This is an optimization exercise on Yosys and OpenROAD, whose aim is small area and a short achievable clock period, not a production implementation. At most, simulation tests tie the RTL to the original design; equivalence was not proved. No functional check of the RTL was part of runs 1 to 3. No activity file was given, so power comes from the tool's default toggle rates.

**design/flow/flow/run.sh**
```bash
#!/bin/bash
# Standard layout, with slow wide OR cells (and for some versions other
# stacked cells) added to the don't-use list so that synthesis maps the
# read-data logic to faster gates. Each tool's output stays in orfs/logs.
set -euo pipefail
EXTRA=" sky130_fd_sc_hd__or4_1 sky130_fd_sc_hd__or4_2 sky130_fd_sc_hd__or4_4 sky130_fd_sc_hd__or4b_1 sky130_fd_sc_hd__or4b_2 sky130_fd_sc_hd__or4b_4 sky130_fd_sc_hd__or4bb_1 sky130_fd_sc_hd__or4bb_2 sky130_fd_sc_hd__or4bb_4 sky130_fd_sc_hd__or3_1 sky130_fd_sc_hd__or3_2 sky130_fd_sc_hd__or3_4 sky130_fd_sc_hd__or3b_1 sky130_fd_sc_hd__or3b_2 sky130_fd_sc_hd__or3b_4"
PLATFORM_DONT_USE="sky130_fd_sc_hd__probe_p_8 sky130_fd_sc_hd__probec_p_8 sky130_fd_sc_hd__lpflow_bleeder_1 sky130_fd_sc_hd__lpflow_clkbufkapwr_1 sky130_fd_sc_hd__lpflow_clkbufkapwr_16 sky130_fd_sc_hd__lpflow_clkbufkapwr_2 sky130_fd_sc_hd__lpflow_clkbufkapwr_4 sky130_fd_sc_hd__lpflow_clkbufkapwr_8 sky130_fd_sc_hd__lpflow_clkinvkapwr_1 sky130_fd_sc_hd__lpflow_clkinvkapwr_16 sky130_fd_sc_hd__lpflow_clkinvkapwr_2 sky130_fd_sc_hd__lpflow_clkinvkapwr_4 sky130_fd_sc_hd__lpflow_clkinvkapwr_8 sky130_fd_sc_hd__lpflow_decapkapwr_12 sky130_fd_sc_hd__lpflow_decapkapwr_3 sky130_fd_sc_hd__lpflow_decapkapwr_4 sky130_fd_sc_hd__lpflow_decapkapwr_6 sky130_fd_sc_hd__lpflow_decapkapwr_8 sky130_fd_sc_hd__lpflow_inputiso0n_1 sky130_fd_sc_hd__lpflow_inputiso0p_1 sky130_fd_sc_hd__lpflow_inputiso1n_1 sky130_fd_sc_hd__lpflow_inputiso1p_1 sky130_fd_sc_hd__lpflow_inputisolatch_1 sky130_fd_sc_hd__lpflow_isobufsrc_1 sky130_fd_sc_hd__lpflow_isobufsrc_16 sky130_fd_sc_hd__lpflow_isobufsrc_2 sky130_fd_sc_hd__lpflow_isobufsrc_4 sky130_fd_sc_hd__lpflow_isobufsrc_8 sky130_fd_sc_hd__lpflow_isobufsrckapwr_16 sky130_fd_sc_hd__lpflow_lsbuf_lh_hl_isowell_tap_1 sky130_fd_sc_hd__lpflow_lsbuf_lh_hl_isowell_tap_2 sky130_fd_sc_hd__lpflow_lsbuf_lh_hl_isowell_tap_4 sky130_fd_sc_hd__lpflow_lsbuf_lh_isowell_4 sky130_fd_sc_hd__lpflow_lsbuf_lh_isowell_tap_1 sky130_fd_sc_hd__lpflow_lsbuf_lh_isowell_tap_2 sky130_fd_sc_hd__lpflow_lsbuf_lh_isowell_tap_4 "
bash standard.sh DONT_USE_CELLS="$PLATFORM_DONT_USE $EXTRA" finish > standard.log 2>&1
```
**design/flow/constraint.sdc**
```tcl
create_clock -name core_clock -period 6.0 [get_ports {clk}]
set_input_delay 1.2000 -clock core_clock [delete_from_list [all_inputs] [get_ports {clk}]]
set_output_delay 1.2000 -clock core_clock [all_outputs]
set_load 0.01 [all_outputs]
```
**design/flow/design.v**
```verilog
module synchronizer(
    input  logic clk,
    input  logic rst_n,
    input  logic data_in,
    output logic data_out
    );
  logic ff_1;
  always_ff @(posedge clk) begin
    ff_1     <= rst_n & data_in;
    data_out <= rst_n & ff_1;
  end
endmodule
module edge_counter
  #( parameter W = 32 )
  ( input  logic	    clk,
    input  logic	    rst_n,
    input  logic	    gpio_in,
    input  logic        enable,
    input  logic        trig_enable,
    input  logic	    trig_in,
    output logic	    trig_out,
    input  logic	    cfg_trig_out,
    input  logic	    cfg_in_inv,
    output logic [W-1:0] d1_count,
    output logic [W-1:0] d2_count,
    output logic [W-1:0] d3_count,
    output logic [W-1:0] d1_next,    
    output logic [W-1:0] d2_next,
    output logic [W-1:0] d3_next
    );
  logic s;           
  logic act;         
  logic nz1, nz2, nz3, h3, trig_out_hold;
  logic start1, done1, done2;
  logic inc1, inc2, inc3;
  synchronizer u_synchronizer_gpio_in
    ( .clk      (clk),
      .rst_n    (rst_n),
      .data_in  (cfg_in_inv ^ gpio_in),
      .data_out (s)
     );
  assign act    = s ^ trig_enable;
  assign start1 = (trig_in & trig_enable) | s;
  assign done1  = nz1 & ~act;
  assign done2  = nz2 & act;
  assign inc1 = nz1 ? (act  & ~nz2 & ~(&d1_count)) : start1;
  assign inc2 = nz2 ? (~act & ~nz3 & ~(&d2_count)) : done1;
  assign inc3 = nz3 ? (act  & ~h3  & ~(&d3_count)) : done2;
  function automatic [W-1:0] incr(input [W-1:0] q, input logic c);
    logic [W-1:0] r;
    logic [W-1:0] m;
    for (int i = 0; i < W; i++) begin
      m = '0;
      for (int j = 0; j < i; j++) m[j] = 1'b1;
      r[i] = q[i] ^ (c & (&(q | ~m)));
    end
    incr = r;
  endfunction
  logic clear_n;
  assign clear_n = rst_n & enable;
  assign d1_next = clear_n ? incr(d1_count, inc1) : '0;
  assign d2_next = clear_n ? incr(d2_count, inc2) : '0;
  assign d3_next = clear_n ? incr(d3_count, inc3) : '0;
  always_ff @(posedge clk) begin
    d1_count      <= d1_next;
    d2_count      <= d2_next;
    d3_count      <= d3_next;
    nz1           <= clear_n & (nz1 | start1);
    nz2           <= clear_n & (nz2 | done1);
    nz3           <= clear_n & (nz3 | done2);
    h3            <= clear_n & (h3 | (nz3 & ~act));
    trig_out      <= clear_n & ~trig_out_hold &
                     ((~cfg_trig_out & ~nz1 & s) | (cfg_trig_out & nz1 & ~s));
    trig_out_hold <= clear_n & (trig_out_hold | trig_out);
  end
endmodule
module scarf_regmap_2_edge_counters
  ( input  logic	    clk,
    input  logic	    rst_n_sync,
    input  logic  [7:0] data_in,
    input  logic	    data_in_valid,
    input  logic	    data_in_finished,
    input  logic  [6:0] slave_id,
    input  logic        rnw,
    output logic  [7:0] read_data_out,
    output logic  [3:0] cfg_trig_out,
    output logic  [3:0] cfg_in_inv,
    output logic  [3:0] enable,
    output logic  [3:0] trig_enable,
    input  logic [31:0] d1_next_0,
    input  logic [31:0] d2_next_0,
    input  logic [31:0] d3_next_0,
    input  logic [31:0] d1_next_1,
    input  logic [31:0] d2_next_1,
    input  logic [31:0] d3_next_1
    );
    parameter SLAVE_ID    = 7'h03;
    parameter MAX_ADDRESS = 6'd25;
    logic [7:0] reg0, reg1, reg0_n, reg1_n;
    logic [5:0] address, address_n;
    logic       first_byte, first_n;
    logic [7:0] rd_q, rd_n, byte_n;
    logic       valid_slave, vb, valid_write;
    assign valid_slave = (slave_id == SLAVE_ID);
    assign vb          = valid_slave && data_in_valid;
    assign valid_write = vb && (!rnw) && (!first_byte);
    logic       in_range;    
    assign in_range = (address <= 6'd23) || (address[5:1] == 5'b11111);
    always_comb begin
      first_n   = first_byte;
      address_n = address;
      if (data_in_finished) begin
        first_n   = 1'b1;
      end else if (vb) begin
        first_n = 1'b0;
        if (first_byte)    address_n = data_in[5:0] - 6'd2;
        else if (in_range) address_n = address + 1'b1;
      end
    end
    assign reg0_n = !rst_n_sync ? 8'd0 : (valid_write && (address == 6'd62)) ? data_in : reg0;
    assign reg1_n = !rst_n_sync ? 8'd0 : (valid_write && (address == 6'd63)) ? data_in : reg1;
    logic [31:0] word_n;
    logic [7:0]  cbyte_n;
    always_comb begin
      case (address_n[4:2])
        3'd0:    word_n = d1_next_0;
        3'd1:    word_n = d2_next_0;
        3'd2:    word_n = d3_next_0;
        3'd3:    word_n = d1_next_1;
        3'd4:    word_n = d2_next_1;
        3'd5:    word_n = d3_next_1;
        default: word_n = 32'd0;
      endcase
      case (address_n[1:0])
        2'd0:    cbyte_n = word_n[7:0];
        2'd1:    cbyte_n = word_n[15:8];
        2'd2:    cbyte_n = word_n[23:16];
        default: cbyte_n = word_n[31:24];
      endcase
      if (!address_n[5])                 byte_n = cbyte_n;
      else if (address_n[4:1] == 4'hF)   byte_n = address_n[0] ? reg1_n : reg0_n;
      else                               byte_n = 8'd0;
    end
    assign rd_n = first_n ? {1'b0, SLAVE_ID} : byte_n;
    always_ff @(posedge clk) begin
      first_byte <= !rst_n_sync || first_n;
      address    <= rst_n_sync ? address_n : 6'd62;
      reg0       <= reg0_n;
      reg1       <= reg1_n;
    end
    always_ff @(posedge clk, negedge rst_n_sync)
      if (~rst_n_sync) rd_q <= {1'b0, SLAVE_ID};
      else             rd_q <= rd_n;
    assign read_data_out = (valid_slave && rnw) ? rd_q : 8'd0;
    always_comb begin
      enable       = reg0[3:0];
      trig_enable  = reg0[7:4];
      cfg_in_inv   = reg1[3:0];
      cfg_trig_out = reg1[7:4];
    end
endmodule
module scarf_2_edge_counters
  ( input  logic        clk,
    input  logic        rst_n_sync,
    input  logic  [7:0] data_in,
    input  logic        data_in_valid,
    input  logic        data_in_finished,
    input  logic  [6:0] slave_id,
    input  logic        rnw,
    output logic  [7:0] read_data_out,
    input  logic        gpio_0_in,
    input  logic        gpio_1_in
    );
   parameter SLAVE_ID = 7'd03;
   logic        trig_out_0;
   logic        trig_out_1;
   logic  [3:0] cfg_trig_out;
   logic  [3:0] cfg_in_inv;
   logic  [3:0] enable;
   logic  [3:0] trig_enable;
   logic [31:0] d1_count_0, d2_count_0, d3_count_0;
   logic [31:0] d1_count_1, d2_count_1, d3_count_1;
   logic [31:0] d1_next_0, d2_next_0, d3_next_0;
   logic [31:0] d1_next_1, d2_next_1, d3_next_1;
   scarf_regmap_2_edge_counters
   # ( .SLAVE_ID( SLAVE_ID ) )
   u_scarf_regmap_4_edge_counters
     ( .clk,
       .rst_n_sync,
       .data_in,
       .data_in_valid,
       .data_in_finished,
       .slave_id,
       .rnw,
       .read_data_out,
       .cfg_trig_out,
       .cfg_in_inv,
       .enable,
       .trig_enable,
       .d1_next_0,
       .d2_next_0,
       .d3_next_0,
       .d1_next_1,
       .d2_next_1,
       .d3_next_1
      );
   edge_counter u_edge_counter_0
     ( .clk,
       .rst_n               (rst_n_sync),
       .gpio_in             (gpio_0_in),
       .enable              (enable[0]),
       .trig_enable         (trig_enable[0]),
       .trig_in             (trig_out_1),
       .trig_out            (trig_out_0),
       .cfg_trig_out        (cfg_trig_out[0]),
       .cfg_in_inv          (cfg_in_inv[0]),
       .d1_count            (d1_count_0),
       .d2_count            (d2_count_0),
       .d3_count            (d3_count_0),
       .d1_next             (d1_next_0),
       .d2_next             (d2_next_0),
       .d3_next             (d3_next_0)
       );
   edge_counter u_edge_counter_1
     ( .clk,
       .rst_n               (rst_n_sync),
       .gpio_in             (gpio_1_in),
       .enable              (enable[1]),
       .trig_enable         (trig_enable[1]),
       .trig_in             (trig_out_0),
       .trig_out            (trig_out_1),
       .cfg_trig_out        (cfg_trig_out[1]),
       .cfg_in_inv          (cfg_in_inv[1]),
       .d1_count            (d1_count_1),
       .d2_count            (d2_count_1),
       .d3_count            (d3_count_1),
       .d1_next             (d1_next_1),
       .d2_next             (d2_next_1),
       .d3_next             (d3_next_1)
       );
endmodule
```
**design/flow/config.mk**
```make
export PLATFORM = sky130hd
export DESIGN_NAME = scarf_2_edge_counters
export DESIGN_NICKNAME = scarf_2_edge_counters
export VERILOG_FILES = /design/flow/design.v
export SDC_FILE = /design/flow/constraint.sdc
export NUM_CORES = 4
export LEC_CHECK = 0
export CAP_MARGIN = 20
export CORE_MARGIN = 2
export CORE_UTILIZATION = 40
export SETUP_SLACK_MARGIN = 2.6
export SLEW_MARGIN = 20
```
**design/flow/standard.sh**
```bash
#!/bin/bash
# synth_recipe.tcl (not shown) runs the flow's synth.tcl, then flattens the netlist and writes it again
# the make line also repeats each setting of config.mk as NAME=value (left out here)
make -C /OpenROAD-flow-scripts/flow DESIGN_CONFIG=/design/flow/config.mk WORK_HOME=/design/flow/orfs CLKGATE_MAP_FILE= SYNTH_SCRIPT=/design/flow/synth_recipe.tcl "${@:-finish}"
```
==> results of run 1 <==
## where the power goes
group / total [W] / leakage (nW) / switching (W) / internal (W)
Combinational: 0.0000565 / 2.78 / 0.0000315 / 0.0000251
Clock: 0.00176 / 0.459 / 0.000690 / 0.00107
Sequential: 0.00159 / 1.97 / 0.00000168 / 0.00159
## registers in the layout (all words and copies together), names as in the netlist, 6 cells and up
signal	count
u_edge_counter_0.d1_count	32
u_edge_counter_0.d2_count	32
u_edge_counter_0.d3_count	32
u_edge_counter_1.d1_count	32
u_edge_counter_1.d2_count	32
u_edge_counter_1.d3_count	32
u_scarf_regmap_4_edge_counters.address	6
u_scarf_regmap_4_edge_counters.rd_q	8
u_scarf_regmap_4_edge_counters.reg0	8
u_scarf_regmap_4_edge_counters.reg1	8
## layer usage
layer	wire length, um	vias up	share of wire, %
met4	1880	0	3.8
met3	3530	101	7.2
met5	0	-	0
li1	-	5794	-
met2	21600	445	44
met1	22200	5972	45
## synth_stat cells, types with 20 or more instances
cell type and count:
nor2_1 242, dfxtp_1 231, nand2_1 126, xor2_1 83, xnor2_1 75, nand3_1 61
nor3_1 54, nand4_1 46, and3_1 42, a21oi_1 40, clkbuf_1 39, mux2i_1 33
and2_1 30, and4_1 29, o21ai_0 25, nor2b_1 24, nor4_1 24, inv_1 23
a22oi_1 21, buf_2 20
## kinds of logic (layout without fill, tap and decap cells)
family	after synthesis	count (layout)	share of synthesized area [%]
and+or+nand+nor	743	746	29.4
AOI/OAI and AO/OA	265	265	15.5
DFF	239	239	36.9
xor gates and xnor gates	160	160	10.8
buffers and inverters	94	196	3.10
muxes	42	42	3.30
adders and majority gates	10	10	0.956
## stage by stage
| step | util [%] | power [W] | std cells | hold slack (ns) | area, um^2 |
|---|---|---|---|---|---|
| after global placement | 42.8 | 0.00168 | 1980 | 0.406 | 13800 |
| after CTS | 47.6 | 0.00343 | 2071 | 0.424 | 15400 |
| after global routing | 49.1 | 0.00349 | 2100 | 0.444 | 15900 |
| final | 49.1 | 0.00341 | 2100 | 0.420 | 15900 |
| after floorplan | - | 0.00165 | 1553 | 0.402 | 13100 |
| after detailed placement | 42.8 | 0.00168 | 1980 | 0.414 | 13800 |
## worst max path at each step
stage / startpoint / endpoint / slack (ns) / cells past startpoint
6_report: slave_id[6] / read_data_out[7] / 2.35 / 8
5_1_grt: slave_id[6] / read_data_out[7] / 2.28 / 8
4_1_cts: slave_id[6] / read_data_out[7] / 2.37 / 8
3_5_place_dp: slave_id[2] / u_scarf_regmap_4_edge_counters.rd_q[4]$_DFF_PN0_ / 1.13 / 11
3_3_place_gp: slave_id[2] / u_scarf_regmap_4_edge_counters.rd_q[4]$_DFF_PN0_ / 1.16 / 11
2_1_floorplan: slave_id[2] / u_scarf_regmap_4_edge_counters.rd_q[6]$_DFF_PN0_ / 2.60 / 11
## cell type report
class | count | area [um^2]
Inverter | 23 | 86.3
Tap cell | 442 | 553
Clock buffer | 38 | 777
Multi-Input combinational cell | 1223 | 8380
Sequential cell | 239 | 4830
Timing Repair Buffer | 126 | 1140
Fill cell | 3159 | 16500
Clock inverter | 9 | 153
## timing repair
| action | CTS | global route |
|---|---|---|
| setup buffers | 41 | 27 |
| hold buffers | 0 | 0 |
| pin swaps | 24 | 21 |
| gates cloned | 3 | 2 |
| gates resized for setup | 134 | 67 |
| endpoints found under the setup margin | 16 | 16 |
==> impl_metrics.yaml, run 1 <==
sta:
  relSlewSlack_pct: 44.2
  fin_skew_ns: 0.0229
  setup_tns_ns: 0
  period_minus_slack_ns: 3.65
  timing.final.crit_share_pct: 60.9
  hold_viol: 0
  slew_violations: 0
  setup_ws_ns: 2.35
  fmax_mhz: 274
  rsz0062_at_grt: "true"
  setup_viol: 0
  tightest_slew_ns: 0.837
floorplanning:
  core_area_mm2: 0.0324
  die_h_um: 185
  floorplan.initialDensity_pct: 40.4
  die_area_mm2: 0.0342
  die_w_um: 185
  core.rowCount: 66
  io-pin-count: 30
critical_path:
  crit_buf_inv: 4
  cp_cell_sequence: "buf_6 > nor4_4 > nand3_2 > nor3b_4 > buf_4 > buf_6 > and2_1 > buf_2"
  cp_data_arrival_time_ns: 2.45
  crit_slowest_cell: "nor4_4"
  reg2reg_to: "u_scarf_regmap_4_edge_counters.rd_q[2]$_DFF_PN0_"
  worst-path-max-fanout: 4
  crit_type: "input port to output pin"
  cp.required_ns: 4.80
  r2r_slack_ns: 2.66
  rr_worst_depth: 13
  end_kind: "output pin"
  cp-start-kind: "input port"
  critPathMostFrequentCell: "buf_6"
  path_delay_family: "simple AND/OR/NAND/NOR gates"
  crit-reg2reg-launch: "u_scarf_regmap_4_edge_counters.address[1]$_SDFF_PN1_"
  max_stage_delay_ns: 0.31
min_path:
  min_to: "u_edge_counter_0.trig_out$_DFF_P_"
  worstHoldStart: "u_edge_counter_0.trig_out_hold$_DFF_P_"
  worstHoldPathCells: 1
  holdCritPathClass: "register to register"
route:
  routed-via-count: 12312
  detail-route-antenna-nets: 0
  drc: 0
  drt_iter0_drc: 1308
  first_pass_iters: 5
  finalWirelength_um: 49200
  post_drt_wl_per_cell_um: 23.4
  via_per_inst: 5.86
place:
  dpl.hpwl_um: 36800
  gp_congestion: 1.01
  dpl_worst_slack_ns: 1.13
  port_buffers: 29
clocking:
  path_clk_slew_ns: 0.05
  cts_sinks: 239
  htreeDepth: 1
  cts_root_buf: "clkbuf_16"
  numCtsBuffers: 27
  cts_buffer_depth: 3
  clk_latency_ns: 0.55
  cts_tree: "yes"
yosys:
  synth_edf_count: 0
  yosys_warnings: 3
  syn_nets: 1585
  synth_area_leaders: "dfxtp_1 35%, nor2_1 6.9%, xor2_1 5.6%"
  syn_area_per_cell_um2: 8.42
  synth_top_area_share_pct: 35.3
  ys_async_sr_fraction_pct: 3.35
  ys_ff_latch: 239
  netlist_area_mm2: 0.0131
  synth_flop_cell: "dfxtp_1"
  synth.distinct_cells: 99
  yosysTopAreaCell: "dfxtp_1"
  ys_seq_area_share_pct: 36.9
  postSynthCellCount: 1553
global_routing:
  gr-usage-met2_pct: 44.8
  grtUsageMet3_pct: 3.97
  track_usage_pct: 28.4
  top_usage_layer: "met2"
  grt_util_met1_pct: 40.2
  grt_max_degree: 43
  grt_pass1_wl_um: 72500
  grt_pass1_vias: 11359
  overflow: 0
  grt_antenna_before_repair: 1
cells_and_area:
  num_antenna_cells: 0
  final_nets: 1672
  drive_gt1_share_pct: 17.7
  final_cell_mix: "230 x dfxtp_1, 229 x nor2_1, 118 x nand2_1"
  mostFrequentLayoutCell: "dfxtp_1"
  area_delta_synth_final_pct: 21.6
outcome:
  outcome: "no timing/DRC/antenna violations"
power:
  leakage_nw: 5.21
  p_per_area_mw_per_mm2: 214
  irDropWorstVdd_mv: 0.266
job:
  maxCapViolations: 0
==> run 2, diff against run 1 <==
--- a/design/flow/config.mk
+++ b/design/flow/config.mk
@@ -8,5 +8,5 @@
 export CAP_MARGIN = 20
 export CORE_MARGIN = 2
 export CORE_UTILIZATION = 40
-export SETUP_SLACK_MARGIN = 2.6
+export SETUP_SLACK_MARGIN = 2.9
 export SLEW_MARGIN = 20
==> run 2 against run 1 <==
  * Still clean on timing, DRC and antenna
  * Clock power down 3%
  * Synthesized cell count unchanged
  * Final cell count up 1.3%
==> impl_metrics.yaml, run 2 <==
min_path:
  worstHoldPathCells: 1
  min_to: "u_edge_counter_0.trig_out$_DFF_P_"
  worstHoldStart: "u_edge_counter_0.trig_out_hold$_DFF_P_"
  holdCritPathClass: "register to register"
sta:
  timing.final.crit_share_pct: 61.2
  period_minus_slack_ns: 3.67
  hold_viol: 0
  tightest_slew_ns: 0.705
  whs_ns: 0.426
  setup_tns_ns: 0
  setup_ws_ns: 2.33
  rsz0062_at_grt: "true"
  fin_skew_ns: 0.0151
  slew_violations: 0
  fmax_mhz: 272
  setup_viol: 0
  relSlewSlack_pct: 52.6
critical_path:
  end_kind: "output pin"
  cp-startpoint: "slave_id[6]"
  crit_type: "input port to output pin"
  cp-start-kind: "input port"
  crit-reg2reg-launch: "u_edge_counter_1.nz3$_DFF_P_"
  r2r_slack_ns: 2.69
  cp_data_arrival_time_ns: 2.47
  cp.required_ns: 4.80
  reg2reg_to: "u_scarf_regmap_4_edge_counters.rd_q[7]$_DFF_PN0_"
  worst-path-max-fanout: 4
  rr_worst_depth: 10
yosys:
  synth_edf_count: 0
  yosys_warnings: 3
  syn_area_per_cell_um2: 8.42
  ys_ff_latch: 239
  yosysTopAreaCell: "dfxtp_1"
  synth_most_common_cell: "nor2_1"
  postSynthCellCount: 1553
  synth_flop_cell: "dfxtp_1"
  syn_nets: 1585
  ys_seq_area_share_pct: 36.9
  synth_top_area_share_pct: 35.3
  ys_async_sr_fraction_pct: 3.35
  synth.distinct_cells: 99
  synthTopCellsByCount: "242 x nor2_1, 231 x dfxtp_1, 126 x nand2_1"
  synth_area_leaders: "dfxtp_1 35%, nor2_1 6.9%, xor2_1 5.6%"
  netlist_area_mm2: 0.0131
global_routing:
  grt_antenna_before_repair: 2
  grt_pass1_wl_um: 73800
  track_usage_pct: 28.8
  grt_util_met1_pct: 40.2
  gr-usage-met2_pct: 43.8
  top_usage_layer: "met2"
  grt_max_degree: 59
  overflow: 0
  grtUsageMet3_pct: 4.70
  grt_pass1_vias: 11726
cells_and_area:
  final_nets: 1697
  design_area_mm2: 0.0165
  area_delta_synth_final_pct: 26.1
  drive_gt1_share_pct: 20.6
  final_cell_mix: "230 x nor2_1, 228 x dfxtp_1, 117 x nand2_1"
  mostFrequentLayoutCell: "nor2_1"
floorplanning:
  core.rowCount: 66
  die_h_um: 185
  floorplan.initialDensity_pct: 40.4
  io-pin-count: 30
  die_area_mm2: 0.0342
  core_area_mm2: 0.0324
  die_w_um: 185
route:
  post_drt_wl_per_cell_um: 23.3
  finalWirelength_um: 49600
  detail-route-antenna-nets: 0
  drc: 0
  routed-via-count: 12407
  first_pass_iters: 7
  drt_iter0_drc: 1109
  via_per_inst: 5.83
power:
  leakage_nw: 5.47
  irDropWorstVdd_mv: 0.226
  p_per_area_mw_per_mm2: 203
place:
  placed_cell_area_mm2: 0.0138
  dpl_worst_slack_ns: 1.18
  gp_congestion: 1.06
  dpl.hpwl_um: 35800
  port_buffers: 29
clocking:
  numCtsBuffers: 27
  clk_latency_ns: 0.56
  path_clk_slew_ns: 0.05
  cts_buffer_depth: 3
  ctsHoldBuffers: 0
  cts_tree: "yes"
  cts_root_buf: "clkbuf_16"
  htreeDepth: 1
  cts_sinks: 239
job:
  maxCapViolations: 0
outcome:
  outcome: "no timing/DRC/antenna violations"
==> run 2: cell counts after synthesis <==
Identical to the previous run, type by type.
==> run 2: logic make-up after synthesis <==
| group | synth area share [%] |
|---|---|
| multiplexers | 3.30 |
| XOR/XNOR | 10.8 |
| adder cells (fa/ha/maj) | 0.956 |
| AO/OA/AOI/OAI | 15.5 |
| AND/OR/NAND/NOR | 29.4 |
| buffers and inverters | 3.10 |
| flip-flops | 36.9 |
==> run 2: through the flow <==
step           util [%]  cells  power [W]
2_1_floorplan         -   1553    0.00165
4_1_cts            49.5   2095    0.00337
5_1_grt            51.0   2126    0.00344
6_report           51.0   2127    0.00335
3_3_place_gp       42.7   1973    0.00168
3_5_place_dp       42.7   1973    0.00168
==> run 2: layout make-up <==
class	count	area [um^2]
inverters	23	86.3
diodes	1	2.50
fillers	3071	15900
clock inverters	10	134
repair buffers	150	1440
clock buffers	38	767
well taps	442	553
flip-flops and latches	239	4830
multi-input cells	1224	8690
==> run 2: timing repair <==
item | CTS | global route
gates resized for setup | 234 | 53
setup buffers | 68 | 30
endpoints found under the setup margin | 21 | 16
cloned | 6 | 1
pin swaps | 57 | 43
==> run 2: worst max path at each step <==
| stage | cells after the start | to | slack (ns) |
|---|---|---|---|
| floorplan | 4 | read_data_out[0] | 2.65 |
| global placement | 11 | u_scarf_regmap_4_edge_counters.rd_q[6]$_DFF_PN0_ | 1.14 |
| detailed placement | 12 | u_scarf_regmap_4_edge_counters.rd_q[4]$_DFF_PN0_ | 1.18 |
| CTS | 8 | read_data_out[1] | 2.31 |
| global route | 8 | read_data_out[3] | 2.26 |
| finish | 8 | read_data_out[2] | 2.33 |
==> run 2: worst max-delay path, stage by stage <==
cell and delay (ns):
buf_6 0.09, nor4_4 0.31, nand3_2 0.14, nor3b_4 0.24, buf_4 0.15, buf_6 0.10
and2_4 0.14, buf_6 0.09
==> run 2: power breakdown <==
| group | switching (W) | internal, W |
|---|---|---|
| Combinational | 0.0000326 | 0.0000272 |
| Clock | 0.000686 | 0.00102 |
| Sequential | 0.00000175 | 0.00159 |
==> run 2: per-layer routing <==
layer  up-vias  share of wire, %
met5         -                 0
met4         0               5.4
met3       155               7.4
met2       481                42
met1      5925                45
li1       5846                 -
==> run 3, diff against run 2 <==
--- a/design/flow/design.v
+++ b/design/flow/design.v
@@ -48,11 +48,16 @@
   assign inc3 = nz3 ? (act  & ~h3  & ~(&d3_count)) : done2;
   function automatic [W-1:0] incr(input [W-1:0] q, input logic c);
     logic [W-1:0] r;
-    logic [W-1:0] m;
+    logic [W/4-1:0] grp;
+    logic         k;
+    for (int g = 0; g < W/4; g++) grp[g] = &q[g*4 +: 4];
     for (int i = 0; i < W; i++) begin
-      m = '0;
-      for (int j = 0; j < i; j++) m[j] = 1'b1;
-      r[i] = q[i] ^ (c & (&(q | ~m)));
+      if (i % 4 == 0) begin
+        k = c;
+        for (int g = 0; g < i/4; g++) k = k & grp[g];
+      end
+      r[i] = q[i] ^ k;
+      k    = k & q[i];
     end
     incr = r;
   endfunction
==> run 3 against run 2 <==
  * Via count is 12% lower
  * Clock power is essentially flat
  * Utilization rose by 1.8 points
  * Sequential power hardly changed
  * Clock skew increased by 0.0071 ns
  * Die area is 5.6% lower
  * Worst setup slack improved by 0.031 ns
  * Critical endpoint is now u_scarf_regmap_4_edge_counters.rd_q[7]$_DFF_PN0_
  * Highest routed layer unchanged
==> impl_metrics.yaml, run 3 <==
yosys:
  synth.distinct_cells: 80
  yosys_warnings: 3
  yosysTopAreaCell: "dfxtp_1"
  synth_top_area_share_pct: 37.5
  syn_nets: 1468
  ys_async_sr_fraction_pct: 3.35
  synth_edf_count: 0
  postSynthCellCount: 1299
  netlist_area_mm2: 0.0123
  ys_ff_latch: 239
  syn_area_per_cell_um2: 9.49
  synth_flop_cell: "dfxtp_1"
  synth_most_common_cell: "dfxtp_1"
  synthTopCellsByCount: "231 x dfxtp_1, 150 x and3_1, 147 x ha_1"
  synth_area_leaders: "dfxtp_1 38%, ha_1 15%, and3_1 7.6%"
  ys_seq_area_share_pct: 39.1
cells_and_area:
  drive_gt1_share_pct: 29.7
  area_delta_synth_final_pct: 30.5
  final_nets: 1559
  n_fill_cell: 2665
  mostFrequentLayoutCell: "dfxtp_1"
  final_cell_mix: "199 x dfxtp_1, 130 x and3_1, 117 x ha_1"
  num_antenna_cells: 0
floorplanning:
  core_area_mm2: 0.0305
  core.rowCount: 64
  floorplan.initialDensity_pct: 40.4
  io-pin-count: 30
  die_h_um: 180
  die_w_um: 180
  die_area_mm2: 0.0322
clocking:
  numCtsBuffers: 27
  cts_sinks: 239
  clk_latency_ns: 0.54
  htreeDepth: 1
  cts_root_buf: "clkbuf_16"
  cts_buffer_depth: 3
  cts_tree: "yes"
  path_clk_slew_ns: 0.06
route:
  finalWirelength_um: 42400
  wl_met3_um: 3840
  met2_length_um: 19000
  wl_met1_um: 17400
  first_pass_iters: 8
  routed-via-count: 10884
  via_per_inst: 6.03
  top_layer: "met4"
  post_drt_wl_per_cell_um: 23.5
  drt_iter0_drc: 1030
  drc: 0
  detail-route-antenna-nets: 0
power:
  p_per_area_mw_per_mm2: 210
  leakage_nw: 7.19
  irDropWorstVdd_mv: 0.201
place:
  port_buffers: 29
  gp_congestion: 0.982
  dpl.hpwl_um: 27900
sta:
  setup_tns_ns: 0
  hold_viol: 0
  slew_violations: 0
  relSlewSlack_pct: 39.7
  period_minus_slack_ns: 3.64
  setup_viol: 0
  fmax_mhz: 275
  timing.final.crit_share_pct: 60.7
  tightest_slew_ns: 0.902
  rsz0062_at_grt: "true"
  fin_skew_ns: 0.0222
  whs_ns: 0.424
critical_path:
  worst-path-max-fanout: 3
  crit-reg2reg-launch: "u_edge_counter_1.d1_count[15]$_DFF_P_"
  crit_type: "register to register"
  cp-startpoint: "u_edge_counter_1.d1_count[15]$_DFF_P_"
  cp_data_arrival_time_ns: 4.05
  cp-start-kind: "register"
  end_kind: "register"
  cp.required_ns: 6.41
min_path:
  worstHoldStart: "u_edge_counter_1.trig_out_hold$_DFF_P_"
  holdCritPathClass: "register to register"
job:
  maxCapViolations: 0
global_routing:
  track_usage_pct: 24.9
  overflow: 0
  grt_pass1_vias: 10537
  grt_pass1_wl_um: 62700
  grt_max_degree: 75
  grt_antenna_before_repair: 0
outcome:
  outcome: "no timing/DRC/antenna violations"
==> run 3: cell types whose count changed after synthesis, sizes merged, moves of 14 or more <==
| cell | before | now |
|---|---|---|
| a22oi | 21 | 7 |
| and3 | 43 | 150 |
| and4 | 29 | 2 |
| ha | 10 | 147 |
| mux2i | 33 | 63 |
| nand2 | 128 | 68 |
| nand3 | 62 | 18 |
| nor2 | 245 | 120 |
| nor3 | 57 | 31 |
| nor4 | 30 | 6 |
| o21ai | 33 | 15 |
| xnor2 | 76 | 51 |
| xor2 | 84 | 5 |
==> run 3: kinds of logic (layout without fill, tap and decap cells) <==
family | Yosys count | after routing | share of synthesized area, %
AND/OR/NAND/NOR | 520 | 525 | 22.9
flip-flops | 239 | 239 | 39.1
AO/OA/AOI/OAI | 175 | 175 | 10.1
adder cells (fa/ha/maj) | 147 | 147 | 14.9
buffers and inverters | 94 | 199 | 3.42
multiplexers | 68 | 68 | 5.60
XOR/XNOR | 56 | 56 | 3.98
==> run 3: routing by layer <==
layer  track usage (%)  vias up
met4              10.2        0
met5                 0        -
met3              4.60      152
met2              39.6      556
li1                  -     4922
met1              33.3     5254
==> run 3: path summary, 6_finish.rpt <==
kind / endpoint / slack (ns) / cells past startpoint
setup / recovery: u_scarf_regmap_4_edge_counters.rd_q[7]$_DFF_PN0_ / 2.36 / 19
hold / removal: u_edge_counter_1.trig_out$_DFF_P_ / 0.42 / 1
setup reg to reg: u_scarf_regmap_4_edge_counters.rd_q[7]$_DFF_PN0_ / 2.36 / 19
hold reg to reg: u_edge_counter_1.trig_out$_DFF_P_ / 0.42 / 1
max in group asynchronous: u_scarf_regmap_4_edge_counters.rd_q[5]$_DFF_PN0_ / 4.41 / 2
min in group asynchronous: u_scarf_regmap_4_edge_counters.rd_q[6]$_DFF_PN0_ / 1.18 / 2
==> run 3: final cells by class <==
class | count | area (um^2) | share of cell area (%)
Multi-Input combinational cell | 971 | 8380 | 52.1
Sequential cell | 239 | 4870 | 30.2
Timing Repair Buffer | 136 | 1380 | 8.59
Clock buffer | 38 | 757 | 4.70
Tap cell | 396 | 495 | 3.08
Clock inverter | 10 | 150 | 0.933
Inverter | 15 | 56.3 | 0.350
==> run 3: stage by stage <==
stage / setup WS (ns) / util [%] / std cells / total power, W / instance area [um^2]
after floorplan: 2.72 / - / 1299 / 0.00166 / 12500
after global placement: 1.38 / 42.7 / 1662 / 0.00168 / 13000
after detailed placement: 1.33 / 42.7 / 1662 / 0.00168 / 13000
after CTS: 2.57 / 50.0 / 1760 / 0.00339 / 15300
after global routing: 2.33 / 52.7 / 1805 / 0.00347 / 16100
final: 2.36 / 52.7 / 1805 / 0.00338 / 16100
==> run 3: repair_timing <==
action | in CTS | in global routing
buffers inserted | 43 | 43
pin swaps | 94 | 80
hold endpoints to repair | 0 | 0
gates resized for setup | 273 | 107
hold buffers | 0 | 0
endpoints found under the setup margin | 56 | 16
gates cloned | 7 | 2
==> run 3: where the power goes <==
group | internal, W | total, W | switching, W
sequential | 0.00159 | 0.00159 | 0.00000204
clock | 0.00104 | 0.00172 | 0.000672
combinational | 0.0000287 | 0.0000694 | 0.0000407
total | 0.00266 | 0.00338 | 0.000715
==> run 3: worst max-delay path, stage by stage, from the launching register on <==
cell and delay [ns]:
dfxtp_2 0.34, nand4_1 0.14, nor2_2 0.21, inv_2 0.08, nor4_4 0.36, a221o_1 0.26, a21oi_4 0.08, and2_4 0.21
nand2_4 0.07, nor3_2 0.05, ha_2 0.20, ha_4 0.16, ha_4 0.15, xnor2_2 0.14, nor2_1 0.07, mux2i_1 0.26
o32ai_2 0.14, a21oi_2 0.18, o211ai_1 0.12, a41o_1 0.27
==> run 4, diff against run 3 <==
--- a/design/flow/design.v
+++ b/design/flow/design.v
@@ -101,55 +101,69 @@
     );
     parameter SLAVE_ID    = 7'h03;
     parameter MAX_ADDRESS = 6'd25;
-    logic [7:0] reg0, reg1, reg0_n, reg1_n;
-    logic [5:0] address, address_n;
-    logic       first_byte, first_n;
-    logic [7:0] rd_q, rd_n, byte_n;
-    logic       valid_slave, vb, valid_write;
+    logic [7:0]  reg0, reg1, reg0_n, reg1_n;
+    logic [5:0]  address, address_n;
+    logic        first_byte, first_n;
+    logic [7:0]  rd_q, rd_n, byte_n;
+    logic        valid_slave, vb, valid_write;
+    logic [25:0] dec_a, dec_d, sel;
     assign valid_slave = (slave_id == SLAVE_ID);
     assign vb          = valid_slave && data_in_valid;
     assign valid_write = vb && (!rnw) && (!first_byte);
-    logic       in_range;    
-    assign in_range = (address <= 6'd23) || (address[5:1] == 5'b11111);
     always_comb begin
       first_n   = first_byte;
       address_n = address;
       if (data_in_finished) begin
-        first_n   = 1'b1;
+        first_n = 1'b1;
       end else if (vb) begin
         first_n = 1'b0;
-        if (first_byte)    address_n = data_in[5:0] - 6'd2;
-        else if (in_range) address_n = address + 1'b1;
+        if (first_byte)                  address_n = data_in[5:0];
+        else if (address <= MAX_ADDRESS) address_n = address + 1'b1;
       end
     end
-    assign reg0_n = !rst_n_sync ? 8'd0 : (valid_write && (address == 6'd62)) ? data_in : reg0;
-    assign reg1_n = !rst_n_sync ? 8'd0 : (valid_write && (address == 6'd63)) ? data_in : reg1;
-    logic [31:0] word_n;
-    logic [7:0]  cbyte_n;
-    always_comb begin
-      case (address_n[4:2])
-        3'd0:    word_n = d1_next_0;
-        3'd1:    word_n = d2_next_0;
-        3'd2:    word_n = d3_next_0;
-        3'd3:    word_n = d1_next_1;
-        3'd4:    word_n = d2_next_1;
-        3'd5:    word_n = d3_next_1;
-        default: word_n = 32'd0;
-      endcase
-      case (address_n[1:0])
-        2'd0:    cbyte_n = word_n[7:0];
-        2'd1:    cbyte_n = word_n[15:8];
-        2'd2:    cbyte_n = word_n[23:16];
-        default: cbyte_n = word_n[31:24];
-      endcase
-      if (!address_n[5])                 byte_n = cbyte_n;
-      else if (address_n[4:1] == 4'hF)   byte_n = address_n[0] ? reg1_n : reg0_n;
-      else                               byte_n = 8'd0;
+    assign reg0_n = !rst_n_sync ? 8'd0 : (valid_write && (address == 6'd0)) ? data_in : reg0;
+    assign reg1_n = !rst_n_sync ? 8'd0 : (valid_write && (address == 6'd1)) ? data_in : reg1;
+    always_comb begin
+      for (int k = 0; k < 26; k++) begin
+        dec_a[k] = (address == 6'(k));
+        dec_d[k] = (data_in[5:0] == 6'(k));
+      end
+      for (int k = 0; k < 26; k++)
+        sel[k] = vb ? (first_byte ? dec_d[k] : ((k == 0) ? 1'b0 : dec_a[(k == 0) ? 0 : k - 1])) : dec_a[k];
+    end
+    always_comb begin
+      byte_n = 8'd0;
+      if (sel[0]) byte_n = byte_n | reg0_n;
+      if (sel[1]) byte_n = byte_n | reg1_n;
+      if (sel[2]) byte_n = byte_n | d1_next_0[7:0];
+      if (sel[3]) byte_n = byte_n | d1_next_0[15:8];
+      if (sel[4]) byte_n = byte_n | d1_next_0[23:16];
+      if (sel[5]) byte_n = byte_n | d1_next_0[31:24];
+      if (sel[6]) byte_n = byte_n | d2_next_0[7:0];
+      if (sel[7]) byte_n = byte_n | d2_next_0[15:8];
+      if (sel[8]) byte_n = byte_n | d2_next_0[23:16];
+      if (sel[9]) byte_n = byte_n | d2_next_0[31:24];
+      if (sel[10]) byte_n = byte_n | d3_next_0[7:0];
+      if (sel[11]) byte_n = byte_n | d3_next_0[15:8];
+      if (sel[12]) byte_n = byte_n | d3_next_0[23:16];
+      if (sel[13]) byte_n = byte_n | d3_next_0[31:24];
+      if (sel[14]) byte_n = byte_n | d1_next_1[7:0];
+      if (sel[15]) byte_n = byte_n | d1_next_1[15:8];
+      if (sel[16]) byte_n = byte_n | d1_next_1[23:16];
+      if (sel[17]) byte_n = byte_n | d1_next_1[31:24];
+      if (sel[18]) byte_n = byte_n | d2_next_1[7:0];
+      if (sel[19]) byte_n = byte_n | d2_next_1[15:8];
+      if (sel[20]) byte_n = byte_n | d2_next_1[23:16];
+      if (sel[21]) byte_n = byte_n | d2_next_1[31:24];
+      if (sel[22]) byte_n = byte_n | d3_next_1[7:0];
+      if (sel[23]) byte_n = byte_n | d3_next_1[15:8];
+      if (sel[24]) byte_n = byte_n | d3_next_1[23:16];
+      if (sel[25]) byte_n = byte_n | d3_next_1[31:24];
     end
     assign rd_n = first_n ? {1'b0, SLAVE_ID} : byte_n;
     always_ff @(posedge clk) begin
       first_byte <= !rst_n_sync || first_n;
-      address    <= rst_n_sync ? address_n : 6'd62;
+      address    <= rst_n_sync ? address_n : 6'd0;
       reg0       <= reg0_n;
       reg1       <= reg1_n;
     end
==> run 4 against run 3 <==
  * Still clean on timing, DRC and antenna
  * Global-route usage grew 2.2 points
  * Combinational power grew about 30%
  * Sequential power is essentially flat
  * Hold slack lost 0.012 ns
  * Sequential share of layout area shrank 0.32 points
  * Total power shrank 3.0%
  * Maximum frequency grew 1.2%
  * Largest cell class unchanged
==> impl_metrics.yaml, run 4 <==
outcome:
  outcome: "no timing/DRC/antenna violations"
sta:
  hold_viol: 0
  fin_skew_ns: 0.0182
  fmax_mhz: 278
  slew_violations: 0
  setup_viol: 0
  rsz0062_at_grt: "true"
  setup_tns_ns: 0
  period_minus_slack_ns: 3.60
  timing.final.crit_share_pct: 59.9
  relSlewSlack_pct: 17.2
  tightest_slew_ns: 1.23
place:
  port_buffers: 29
  placed_cell_area_mm2: 0.0135
  dpl.hpwl_um: 33100
  gp_congestion: 0.981
critical_path:
  critPathMostFrequentCell: "buf_6"
  crit_type: "input port to output pin"
  path_delay_family: "simple AND/OR/NAND/NOR gates"
  worst-path-max-fanout: 3
  cp.required_ns: 4.80
  crit_buf_inv: 5
  cp-start-kind: "input port"
  cp_data_arrival_time_ns: 2.40
  end_kind: "output pin"
  cp_cell_sequence: "buf_6 > nor4_4 > buf_6 > and3_4 > buf_6 > buf_6 > and2_4 > buf_6"
  crit_slowest_cell: "nor4_4"
  max_stage_delay_ns: 0.30
job:
  maxCapViolations: 0
yosys:
  postSynthCellCount: 1370
  ys_seq_area_share_pct: 37.6
  synth_area_leaders: "dfxtp_1 36%, ha_1 15%, and3_1 5.0%"
  syn_nets: 1541
  synth.distinct_cells: 78
  ys_ff_latch: 239
  netlist_area_mm2: 0.0129
  ys_async_sr_fraction_pct: 3.35
  synth_top_area_share_pct: 36.0
  synthTopCellsByCount: "231 x dfxtp_1, 149 x ha_1, 106 x nand2_1"
  yosys_warnings: 3
  synth_most_common_cell: "dfxtp_1"
  syn_area_per_cell_um2: 9.38
  yosysTopAreaCell: "dfxtp_1"
  synth_edf_count: 0
  synth_flop_cell: "dfxtp_1"
clocking:
  ctsHoldBuffers: 0
  cts_sinks: 239
  path_clk_slew_ns: 0.06
  numCtsBuffers: 27
  clk_latency_ns: 0.55
  htreeDepth: 1
  cts_tree: "yes"
  cts_root_buf: "clkbuf_16"
  cts_buffer_depth: 3
floorplanning:
  die_w_um: 183
  die_area_mm2: 0.0336
  core.rowCount: 65
  floorplan.initialDensity_pct: 40.6
  io-pin-count: 30
  core_area_mm2: 0.0316
  die_h_um: 183
cells_and_area:
  area_delta_synth_final_pct: 27.2
  final_nets: 1621
  regArea_mm2: 0.00489
  final_cell_mix: "180 x dfxtp_1, 119 x ha_1, 99 x nand2_1"
  num_antenna_cells: 0
  n_fill_cell: 2829
  mostFrequentLayoutCell: "dfxtp_1"
  drive_gt1_share_pct: 26.8
  multi_input_area_mm2: 0.00865
  design_area_mm2: 0.0163
route:
  via_per_inst: 6.13
  routed-via-count: 11468
  finalWirelength_um: 45600
  drc: 0
  post_drt_wl_per_cell_um: 24.4
  drt_iter0_drc: 1057
  detail-route-antenna-nets: 0
  first_pass_iters: 5
global_routing:
  grt_pass1_vias: 11037
  overflow: 0
  grt_max_degree: 113
  grt_pass1_wl_um: 68800
  grt_antenna_before_repair: 0
  track_usage_pct: 27.1
min_path:
  holdCritPathClass: "register to register"
power:
  p_per_area_mw_per_mm2: 201
  irDropWorstVdd_mv: 0.202
  leakage_nw: 7.41
==> run 4: changes by cell type after synthesis, sizes merged, moves of 13 or more <==
cell and change:
inv +66, o211ai +23, a21oi -35, and3 -47, nor2 -44, a22o +20
mux2i -49, a311oi +13, nand2 +39, nor4 +14, and2 +13, nor2b -15
a22oi +34
==> run 4: path summary, 6_finish.rpt <==
| kind | startpoint | cells after the start | to | slack, ns |
|---|---|---|---|---|
| setup / recovery | slave_id[2] | 8 | read_data_out[1] | 2.40 |
| hold / removal | u_edge_counter_1.trig_out_hold$_DFF_P_ | 1 | u_edge_counter_1.trig_out$_DFF_P_ | 0.41 |
| setup reg to reg | u_edge_counter_1.d3_count[25]$_DFF_P_ | 16 | u_scarf_regmap_4_edge_counters.rd_q[3]$_DFF_PN0_ | 2.53 |
| hold reg to reg | u_edge_counter_1.trig_out_hold$_DFF_P_ | 1 | u_edge_counter_1.trig_out$_DFF_P_ | 0.41 |
| max in group asynchronous | rst_n_sync | 2 | u_scarf_regmap_4_edge_counters.rd_q[1]$_DFF_PN1_ | 4.63 |
| min in group asynchronous | rst_n_sync | 2 | u_scarf_regmap_4_edge_counters.rd_q[7]$_DFF_PN0_ | 1.02 |
==> run 4: layout make-up <==
cell class | count | share of cell area [%]
well taps | 402 | 3.08
clock buffers | 36 | 4.59
clock inverters | 11 | 0.567
multi-input cells | 976 | 53.0
flip-flops and latches | 239 | 29.9
inverters | 81 | 1.86
repair buffers | 125 | 7.02
==> run 4: per-layer routing <==
layer / GRT usage, % / share of wire, % / up-vias
met5: 0 / 0 / -
met4: 11.8 / 4.9 / 0
met3: 4.83 / 7.8 / 118
met2: 43.1 / 44 / 501
met1: 36.1 / 43 / 5583
li1: - / - / 5266
==> run 4: kinds of logic (layout without fill, tap and decap cells) <==
family	Yosys count	after routing	synth area share (%)
DFF	239	239	37.6
and+or+nand+nor	500	500	22.0
buffers and inverters	155	253	5.05
AOI/OAI and AO/OA	258	258	16.0
xor gates and xnor gates	52	52	3.54
muxes	17	17	1.35
adders and majority gates	149	149	14.5
==> run 4: per-stage QoR <==
step / power [W] / util, % / hold slack, ns / cells / setup slack (ns)
after global placement: 0.00170 / 42.6 / 0.410 / 1744 / 1.47
final: 0.00328 / 51.7 / 0.412 / 1870 / 2.40
after floorplan: 0.00167 / - / 0.402 / 1370 / 2.60
after global routing: 0.00337 / 51.7 / 0.434 / 1870 / 2.34
after detailed placement: 0.00170 / 42.6 / 0.415 / 1744 / 1.44
after CTS: 0.00329 / 49.9 / 0.417 / 1843 / 2.41
==> run 4: what timing repair did <==
item                       4_1_cts  5_1_grt
pin swaps                       82       65
setup buffers                   50       27
setup endpoints to repair       26       16
cloned                           2        0
resized for setup              291       82
==> run 4: power by group <==
group	total, W	leakage (nW)	switching (W)	internal, W
sequential	0.00159	1.99	0.00000141	0.00159
clock	0.00160	0.414	0.000681	0.000916
combinational	0.0000900	5.00	0.0000572	0.0000328
==> run 5, diff against run 4 <==
==> design/flow/flow/run.sh (replaced) <==
#!/bin/bash
# Standard layout, with slow wide OR cells and two-stage AND/NOR cells with
# inverted inputs added to the don't-use list so that synthesis maps the
# read-data logic to faster gates. Each tool's output stays in orfs/logs.
set -euo pipefail
EXTRA="sky130_fd_sc_hd__and4bb_1 sky130_fd_sc_hd__and4bb_2 sky130_fd_sc_hd__and4bb_4 sky130_fd_sc_hd__and4b_1 sky130_fd_sc_hd__and4b_2 sky130_fd_sc_hd__and4b_4 sky130_fd_sc_hd__and3b_1 sky130_fd_sc_hd__and3b_2 sky130_fd_sc_hd__and3b_4 sky130_fd_sc_hd__nor4bb_1 sky130_fd_sc_hd__nor4bb_2 sky130_fd_sc_hd__nor4bb_4 sky130_fd_sc_hd__nor4b_1 sky130_fd_sc_hd__nor4b_2 sky130_fd_sc_hd__nor4b_4 sky130_fd_sc_hd__nor3b_1 sky130_fd_sc_hd__nor3b_2 sky130_fd_sc_hd__nor3b_4  sky130_fd_sc_hd__or4_1 sky130_fd_sc_hd__or4_2 sky130_fd_sc_hd__or4_4 sky130_fd_sc_hd__or4b_1 sky130_fd_sc_hd__or4b_2 sky130_fd_sc_hd__or4b_4 sky130_fd_sc_hd__or4bb_1 sky130_fd_sc_hd__or4bb_2 sky130_fd_sc_hd__or4bb_4 sky130_fd_sc_hd__or3_1 sky130_fd_sc_hd__or3_2 sky130_fd_sc_hd__or3_4 sky130_fd_sc_hd__or3b_1 sky130_fd_sc_hd__or3b_2 sky130_fd_sc_hd__or3b_4"
PLATFORM_DONT_USE="sky130_fd_sc_hd__probe_p_8 sky130_fd_sc_hd__probec_p_8 sky130_fd_sc_hd__lpflow_bleeder_1 sky130_fd_sc_hd__lpflow_clkbufkapwr_1 sky130_fd_sc_hd__lpflow_clkbufkapwr_16 sky130_fd_sc_hd__lpflow_clkbufkapwr_2 sky130_fd_sc_hd__lpflow_clkbufkapwr_4 sky130_fd_sc_hd__lpflow_clkbufkapwr_8 sky130_fd_sc_hd__lpflow_clkinvkapwr_1 sky130_fd_sc_hd__lpflow_clkinvkapwr_16 sky130_fd_sc_hd__lpflow_clkinvkapwr_2 sky130_fd_sc_hd__lpflow_clkinvkapwr_4 sky130_fd_sc_hd__lpflow_clkinvkapwr_8 sky130_fd_sc_hd__lpflow_decapkapwr_12 sky130_fd_sc_hd__lpflow_decapkapwr_3 sky130_fd_sc_hd__lpflow_decapkapwr_4 sky130_fd_sc_hd__lpflow_decapkapwr_6 sky130_fd_sc_hd__lpflow_decapkapwr_8 sky130_fd_sc_hd__lpflow_inputiso0n_1 sky130_fd_sc_hd__lpflow_inputiso0p_1 sky130_fd_sc_hd__lpflow_inputiso1n_1 sky130_fd_sc_hd__lpflow_inputiso1p_1 sky130_fd_sc_hd__lpflow_inputisolatch_1 sky130_fd_sc_hd__lpflow_isobufsrc_1 sky130_fd_sc_hd__lpflow_isobufsrc_16 sky130_fd_sc_hd__lpflow_isobufsrc_2 sky130_fd_sc_hd__lpflow_isobufsrc_4 sky130_fd_sc_hd__lpflow_isobufsrc_8 sky130_fd_sc_hd__lpflow_isobufsrckapwr_16 sky130_fd_sc_hd__lpflow_lsbuf_lh_hl_isowell_tap_1 sky130_fd_sc_hd__lpflow_lsbuf_lh_hl_isowell_tap_2 sky130_fd_sc_hd__lpflow_lsbuf_lh_hl_isowell_tap_4 sky130_fd_sc_hd__lpflow_lsbuf_lh_isowell_4 sky130_fd_sc_hd__lpflow_lsbuf_lh_isowell_tap_1 sky130_fd_sc_hd__lpflow_lsbuf_lh_isowell_tap_2 sky130_fd_sc_hd__lpflow_lsbuf_lh_isowell_tap_4 "
bash standard.sh DONT_USE_CELLS="$PLATFORM_DONT_USE $EXTRA" finish > standard.log 2>&1
==> run 5 against run 4 <==
  * Sequential cell count unchanged
  * Critical path depth down 1
  * Hold slack better by 0.0071 ns
  * First-iteration DRC count up 1.4%
  * Register-to-register slack better by 0.10 ns
  * Synthesized cell count down 0.88%
  * Sequential power about the same
  * Via count down 2.6%
  * Synthesized area down 2.9%
  * Worst setup slack better by 0.073 ns
  * Sequential share of layout area up 0.67 points
  * Largest cell class unchanged
  * Largest power group unchanged
==> impl_metrics.yaml, run 5 <==
yosys:
  synthTopCellsByCount: "231 x dfxtp_1, 149 x ha_1, 147 x nand3_1"
  ys_seq_area_share_pct: 38.7
  ys_async_sr_fraction_pct: 3.35
  synth_top_area_share_pct: 37.1
  ys_ff_latch: 239
  synth_area_leaders: "dfxtp_1 37%, ha_1 15%, and3_1 7.3%"
  yosysTopAreaCell: "dfxtp_1"
  postSynthCellCount: 1358
  netlist_area_mm2: 0.0125
  synth_edf_count: 0
  synth.distinct_cells: 68
  syn_nets: 1529
  syn_area_per_cell_um2: 9.19
  synth_most_common_cell: "dfxtp_1"
  yosys_warnings: 3
  synth_flop_cell: "dfxtp_1"
sta:
  tightest_slew_ns: 1.01
  slew_violations: 0
  rsz0062_at_grt: "true"
  fin_skew_ns: 0.00959
  period_minus_slack_ns: 3.52
  timing.final.crit_share_pct: 58.7
  setup_tns_ns: 0
  fmax_mhz: 284
  relSlewSlack_pct: 32.7
  setup_viol: 0
  hold_viol: 0
cells_and_area:
  num_antenna_cells: 0
  mostFrequentLayoutCell: "dfxtp_1"
  drive_gt1_share_pct: 28.6
  final_cell_mix: "193 x dfxtp_1, 133 x nand3_1, 119 x and3_1"
  final_cells: 1853
  final_nets: 1607
  area_delta_synth_final_pct: 27.7
  fin_util_pct: 52.0
floorplanning:
  core.rowCount: 64
  io-pin-count: 30
  core_area_mm2: 0.0307
  floorplan.initialDensity_pct: 40.7
  die_h_um: 181
  die_w_um: 181
  die_area_mm2: 0.0326
clocking:
  cts_root_buf: "clkbuf_16"
  path_clk_slew_ns: 0.06
  cts_buffer_depth: 3
  numCtsBuffers: 27
  htreeDepth: 1
  clk_latency_ns: 0.54
  cts_tree: "yes"
  cts_sinks: 239
route:
  detail-route-antenna-nets: 0
  routed-via-count: 11169
  post_drt_wl_per_cell_um: 24.9
  via_per_inst: 6.03
  drc: 0
  finalWirelength_um: 46200
  drt_iter0_drc: 1072
  first_pass_iters: 6
critical_path:
  cp_data_arrival_time_ns: 2.32
  worst-path-max-fanout: 7
  critPathMostFrequentCell: "buf_6"
  crit_slowest_cell: "and4_4"
  crit_buf_inv: 4
  max_stage_delay_ns: 0.30
  cp.required_ns: 4.80
  end_kind: "output pin"
  crit_type: "input port to output pin"
  cp-start-kind: "input port"
  cp_cell_sequence: "buf_6 > nor4_4 > and4_4 > buf_6 > buf_12 > and2_4 > buf_6"
  path_delay_family: "simple AND/OR/NAND/NOR gates"
job:
  maxCapViolations: 0
place:
  port_buffers: 29
  gp_congestion: 1.06
  dpl.cell_count: 1733
  dpl.hpwl_um: 33700
outcome:
  outcome: "no timing/DRC/antenna violations"
global_routing:
  track_usage_pct: 27.3
  grt_pass1_wl_um: 68000
  grt_max_degree: 74
  grt_antenna_before_repair: 1
  grt_pass1_vias: 10961
  overflow: 0
power:
  p_total_w: 0.00341
  leakage_nw: 7.07
  p_per_area_mw_per_mm2: 214
  irDropWorstVdd_mv: 0.177
min_path:
  holdCritPathClass: "register to register"
[run 5: report_power, final]
part	internal (W)	switching [W]	total, W
logic	0.0000260	0.0000523	0.0000782
clock network	0.00103	0.000711	0.00174
registers	0.00159	0.00000130	0.00159
[run 5: timing repair]
action	CTS	global route
gates resized for setup	224	148
pin swaps	68	97
buffers inserted	46	24
hold buffers	0	0
endpoints found under the setup margin	33	16
[run 5: worst register-to-register path: cells and delay by family, from the launching register on]
| kind | cells | cell delay [ns] |
|---|---|---|
| buf+inv | 3 | 0.42 |
| simple gates | 4 | 0.96 |
| flops | 1 | 0.35 |
| compound gates | 4 | 0.69 |
| fa+ha+maj | 3 | 0.54 |
| xor+xnor | 1 | 0.29 |
[run 5: final cells by class]
| class | count | area (um^2) |
|---|---|---|
| Clock buffer | 33 | 718 |
| Clock inverter | 17 | 205 |
| Fill cell | 2776 | 14700 |
| Inverter | 32 | 125 |
| Multi-Input combinational cell | 1028 | 8590 |
| Sequential cell | 239 | 4870 |
| Tap cell | 396 | 495 |
| Timing Repair Buffer | 108 | 925 |
[run 5: metrics by stage]
step / setup WS [ns] / cell area, um^2 / hold WS [ns]
4_1_cts: 2.48 / 15100 / 0.421
3_3_place_gp: 1.16 / 13100 / 0.411
5_1_grt: 2.43 / 15900 / 0.442
2_1_floorplan: 2.81 / 12500 / 0.402
3_5_place_dp: 1.20 / 13100 / 0.412
6_report: 2.48 / 15900 / 0.419
[run 5: worst paths after layout]
kind                                                   startpoint  depth (start not counted)                                                to  slack (ns)
min                        u_edge_counter_1.trig_out_hold$_DFF_P_                          1                 u_edge_counter_1.trig_out$_DFF_P_        0.42
min in group asynchronous                              rst_n_sync                          2  u_scarf_regmap_4_edge_counters.rd_q[4]$_DFF_PN0_        0.95
max in group asynchronous                              rst_n_sync                          2  u_scarf_regmap_4_edge_counters.rd_q[6]$_DFF_PN0_        4.55
max reg2reg                 u_edge_counter_0.d2_count[22]$_DFF_P_                         15  u_scarf_regmap_4_edge_counters.rd_q[3]$_DFF_PN0_        2.63
max                                                   slave_id[2]                          7                                  read_data_out[4]        2.48
min reg2reg                u_edge_counter_1.trig_out_hold$_DFF_P_                          1                 u_edge_counter_1.trig_out$_DFF_P_        0.42
[run 5: routing by layer]
| layer | part of all wire (%) | wire length (um) | GRT usage [%] |
|---|---|---|---|
| met5 | 0 | 0 | 0 |
| met4 | 5.6 | 2560 | 11.6 |
| met3 | 7.3 | 3390 | 4.02 |
| met2 | 45 | 20700 | 44.0 |
| met1 | 42 | 19600 | 36.4 |
[run 5: logic make-up (layout without fill, tap and decap cells)]
logic type / after synthesis / in the layout / share of synthesized area, %
multiplexers: 24 / 24 / 1.94
AND/OR/NAND/NOR: 661 / 661 / 28.1
buffers and inverters: 91 / 190 / 3.11
XOR/XNOR: 52 / 52 / 3.65
flip-flops: 239 / 239 / 38.7
adder cells (fa/ha/maj): 149 / 149 / 14.9
AO/OA/AOI/OAI: 142 / 142 / 9.56

[port drivers added, routing unchanged]
Ports are ideal in the flow. The routed layouts listed here were re-timed in OpenROAD.
Step 1 assumes that a clkbuf_16 drives the clock port and a buf_2 every other input.
Step 2, shift: input delay + t, output delay - t, t = (earliest + latest rising clock arrival at the registers) / 2. This alone moves slack from input paths to output paths.
Three values: ideal ports, drivers, drivers and shift; two values: the first two.
run	t, ns	setup WS [ns]	worst hold slack (ns)	worst data-port slew with drivers (ns)
run 1	0.595	2.346 / 2.316 / 1.880	0.420 / 0.420 / 0.420	0.04
run 2	0.603	2.330 / 2.299 / 1.990	0.426 / 0.426 / 0.426	0.04
run 3	0.581	2.361 / 2.361 / 2.039	0.424 / 0.424 / 0.424	0.04
run 4	0.598	2.404 / 2.372 / 2.135	0.412 / 0.412 / 0.412	0.04
run 5	0.593	2.477 / 2.445 / 2.223	0.419 / 0.419 / 0.419	0.04
After both steps every run listed still meets setup and hold. For run 1, which loses most, drivers alone change the setup slack by -0.030 ns; drivers and shift together by -0.466 ns.
